Source: an optimization exercise on an open RTL-to-GDS flow (aim: small area). Production flows keep margins and buffers that such runs may drop.
In this exercise RTL edits were held to simulation tests only and were not proved equivalent to the original.
The clock input has no modelled driver; a real chip could not lean on it and would need a root buffer or a full tree.
Power figures rest on the tool's default switching activity, not on a simulated workload.

## Clock_one
module Clock_one #(parameter MAINCLOCK = 15)
	(
	 input    clk,
	 input    rst,
	 input    [1:0]swch,
	 input 	 BUT1,
	 input 	 BUT2,
	 output   [15:0]OUTCR
	 );
function [3:0] inc10(input [3:0] q);
	inc10 = {q[3] ? !q[0] : (q[0] & q[1] & q[2]),
	         q[2] ^ (q[0] & q[1]),
	         q[1] ^ (q[0] & !q[3]),
	         !q[0]};
endfunction
function [2:0] inc6(input [2:0] q);
	inc6 = {q[2] ? !q[0] : (q[0] & q[1]),
	        q[1] ^ (q[0] & !q[2]),
	        !q[0]};
endfunction
function [5:0] inc24(input [5:0] h);
	if (h[5] & h[1] & h[0]) inc24 = 6'd0;
	else inc24 = {h[5] | (h[4] & h[3] & h[0]), h[4] ^ (h[3] & h[0]), inc10(h[3:0])};
endfunction
reg  [15:0] RG;
reg         tikTak;
wire        rg_last = RG[15] & RG[14] & RG[9] & RG[8] & RG[6] & RG[4];
always @(posedge clk) begin
	if (rst | rg_last) RG <= 16'd0;
	else RG <= RG + 1'b1;
	tikTak <= !rst & rg_last;
end
wire sec1KHZ   = (RG[5:0] == 6'h28);
  ...
clock: 10.0 ns
lec_check: 0
cap_margin: 20
core_margin: 2
core_utilization: 80
slew_margin: 20
standard.sh (not shown) runs the stock make flow with config.mk's settings and CLKGATE_MAP_FILE= SYNTH_SCRIPT=/design/flow/synth_recipe.tcl, a recipe that flattens the netlist after the stock synthesis.
==> flow/flow/run.sh <==
#!/bin/bash
# Own layout flow: the standard flow (standard.sh) with
#  - synthesis identical to the standard one up to technology mapping, but
#    with an area-oriented ABC script and without the half/full-adder cell
#    mapping; the smallest of a few ABC scripts is kept, and its registers
#    are checked against the standard synthesis (same names and cell types);
#  - in place of ORFS's clock tree, MY_CTS_K buffers fed by the clock port,
#    each driving a compact group of registers (cts_clusters.tcl);
#  - the smallest buffer on every port.
# Every tool's output goes to a log file in this folder.
set -euo pipefail
W=$PWD
P=$FLOW_PLATFORM

# synth_recipe.tcl with the abc override after its first line.
{ head -1 synth_recipe.tcl; cat flow/abc_proc.tcl; tail -n +2 synth_recipe.tcl; } > synth_area.tcl

# standard.sh's make command with another WORK_HOME and synthesis script.
variant() { # variant WORK_HOME SYNTH_SCRIPT_AND_EXTRA > script
  sed -e "s#WORK_HOME=[^ ]*#WORK_HOME=$1#" -e "s#SYNTH_SCRIPT=[^ ]*#SYNTH_SCRIPT=$2#" standard.sh
}
regs() { grep -E '^\s*sky130_fd_sc_hd__[a-z0-9_]+ ' "$1" | awk '$1 ~ /__(df|edf|sdf|dl)/ {print $1, $2}' | sort; }
area() { grep 'Chip area' "$1" | awk '{print $NF}'; }

# Standard synthesis, for reference.
variant "$W/std" "$W/synth_recipe.tcl" > std.sh
bash std.sh synth > std_synth.log 2>&1
regs std/results/$P/Clock_one/base/1_2_yosys.v > std_regs.txt
echo "standard synthesis: $(area std/reports/$P/Clock_one/base/synth_stat.txt) um2, $(wc -l < std_regs.txt) registers"

best=""; best_area=""
for s in flow/abc_*.script; do
  n=$(basename $s .script)
  variant "$W/try_$n" "$W/synth_area.tcl ADDER_MAP_FILE=" > try_$n.sh
  MY_ABC_SCRIPT=$W/$s bash try_$n.sh synth > synth_$n.log 2>&1 || { echo "$n: synthesis failed"; continue; }
  regs try_$n/results/$P/Clock_one/base/1_2_yosys.v > regs_$n.txt
  if ! cmp -s regs_$n.txt std_regs.txt; then echo "$n: registers differ from the standard synthesis"; continue; fi
  a=$(area try_$n/reports/$P/Clock_one/base/synth_stat.txt)
  echo "$n: $a um2"
  if [[ -z "$best" ]] || awk "BEGIN{exit !($a < $best_area)}"; then best=$n; best_area=$a; fi
done
[[ -n "$best" ]] || { echo "no area synthesis kept the standard registers"; exit 1; }
echo "using $best"

variant "$W/orfs" "$W/synth_area.tcl ADDER_MAP_FILE=" > area.sh
MY_ABC_SCRIPT=$W/flow/$best.script bash area.sh synth > synth.log 2>&1
regs orfs/results/$P/Clock_one/base/1_2_yosys.v > regs_final.txt
cmp regs_final.txt std_regs.txt

export PRE_CTS_TCL=$W/flow/cts_clusters.tcl
export MY_CTS_K=4 MY_CTS_LEAF=sky130_fd_sc_hd__buf_12 MY_CTS_ROOT=
export BUFFER_PORTS_ARGS="-buffer_cell sky130_fd_sc_hd__buf_1"
bash standard.sh > layout.log 2>&1
tail -3 layout.log
Other scripts of this flow, unchanged in this note and not shown: flow/flow/abc_b3.script, flow/flow/abc_c4.script, flow/flow/abc_c5.script, flow/flow/abc_e2.script, flow/flow/abc_e4.script, flow/flow/abc_e7.script, flow/flow/abc_e9.script, flow/flow/abc_proc.tcl, flow/flow/cts_clusters.tcl
The baseline passed the timing, design-rule and antenna checks.
==> next run, changes <==
--- a/flow/design.v
+++ b/flow/design.v
@@ -29,37 +29,41 @@
 	if (rst | rg_last) RG <= 16'd0;
 	else RG <= RG + 1'b1;
 	tikTak <= !rst & rg_last;
 end
 wire sec1KHZ   = (RG[5:0] == 6'h28);
 wire SETtikTak = (RG[13:0] == 14'd12501);
 wire [3:0]  db_in = {BUT2, BUT1, swch[1], swch[0]};
-reg  [3:0]  db_d, db_v, db_full, db_deb;
-reg  [11:0] db_cnt;
+reg  [3:0]  db_deb;
+reg  [15:0] db_c;
+reg  [15:0] db_nc;
+reg  [3:0]  db_flip;
+reg         c3, c2, c1, c0, m;
 integer i;
+always @* begin
+	for (i = 0; i < 4; i = i + 1) begin
+		{c3, c2, c1, c0} = db_c[4*i +: 4];
+		m = db_in[i] ^ db_deb[i];
+		db_flip[i] = c3 & c1;
+		db_nc[4*i +: 4] = {
+			(c3 & !c1 & c0) | (c3 & !c1 & m) | (c2 & c1 & c0 & m),
+			(c2 & !c0 & m) | (c2 & !c1 & m) | (!c3 & !c2 & c1 & c0 & m),
+			(!c1 & c0 & m) | (c3 & c0 & !m) | (!c3 & c1 & !c0 & m),
+			(!c3 & !c0 & m) | (!c1 & !c0 & m) | (c3 & !c1 & c0 & !m) | (c3 & c1 & !c0 & !m)};
+	end
+end
 always @(posedge clk)
 	if (rst) begin
-		db_d    <= 4'b0;
-		db_v    <= 4'b0;
-		db_full <= 4'hf;
-		db_deb  <= 4'b0;
+		db_deb <= 4'b0;
+		db_c   <= 16'b0;
 	end
 	else if (sec1KHZ) begin
-		db_d <= db_in;
-		db_v <= db_d;
-		for (i = 0; i < 4; i = i + 1) begin
-			if (db_full[i]) db_deb[i] <= db_v[i];
-			if (db_d[i] != db_v[i]) db_full[i] <= 1'b0;
-			else if (&db_cnt[3*i +: 3]) db_full[i] <= 1'b1;
-		end
+		db_deb <= db_deb ^ db_flip;
+		db_c   <= db_nc;
 	end
-always @(posedge clk)
-	if (sec1KHZ)
-		for (i = 0; i < 4; i = i + 1)
-			db_cnt[3*i +: 3] <= (db_d[i] != db_v[i]) ? 3'd0 : db_cnt[3*i +: 3] + 1'b1;
 wire in_BUT3 = db_deb[0];    
 wire in_BUT4 = db_deb[1];    
 wire in_BUT1 = db_deb[2];
 wire in_BUT2 = db_deb[3];
 wire mode_set   = in_BUT3 & in_BUT4;
 wire mode_alarm = !in_BUT3 & !in_BUT4;
 reg  [3:0] Reg_milisecth, Reg_milisecsec, Reg_milisecfrst;
What happened: Global-route usage came out lower by 0.50 points. Fmax increases by 0.56%. Worst hold slack barely changes. Total power came out lower by 7.4%. Sequential share of layout area decreases by 5.2 points. Final cell count increases by 3.9%. Cell area falls by 2.8%. Via count grows by 4.6%. Combinational power came out higher by 25%. First-iteration DRC count increases by 5.4%. Setup slack gets better by 0.026 ns.
No run of this note takes its clock network from TritonCTS; it comes from the design's own scripts or RTL.

## re-timing with driven ports
The results above use ideal ports. As a check the final layouts listed here were re-extracted and re-timed, cells and wires unchanged. Step 1, drivers: a clkbuf_16 drives clk and a buf_2 each remaining input, both assumed. Step 2 times the ports against the registers' clock, not the clock port: input delays grow and output delays shrink by t, the midpoint of the rising clock arrivals with the driver on. Slacks: no drivers / after step 1 / after step 2; pairs: no drivers / after step 1.
run | t, ns | slack for setup (ns) | worst setup path at the end | worst register clock-pin slew, ns | pins driven straight from the clock port
the first run | 0.210 | 5.233 / 5.151 / 5.361 | register to output | 0.10 / 0.10 | 4
the second run | 0.207 | 5.260 / 5.175 / 5.382 | register to output | 0.09 / 0.09 | 4
After both steps every run listed still meets setup and hold.
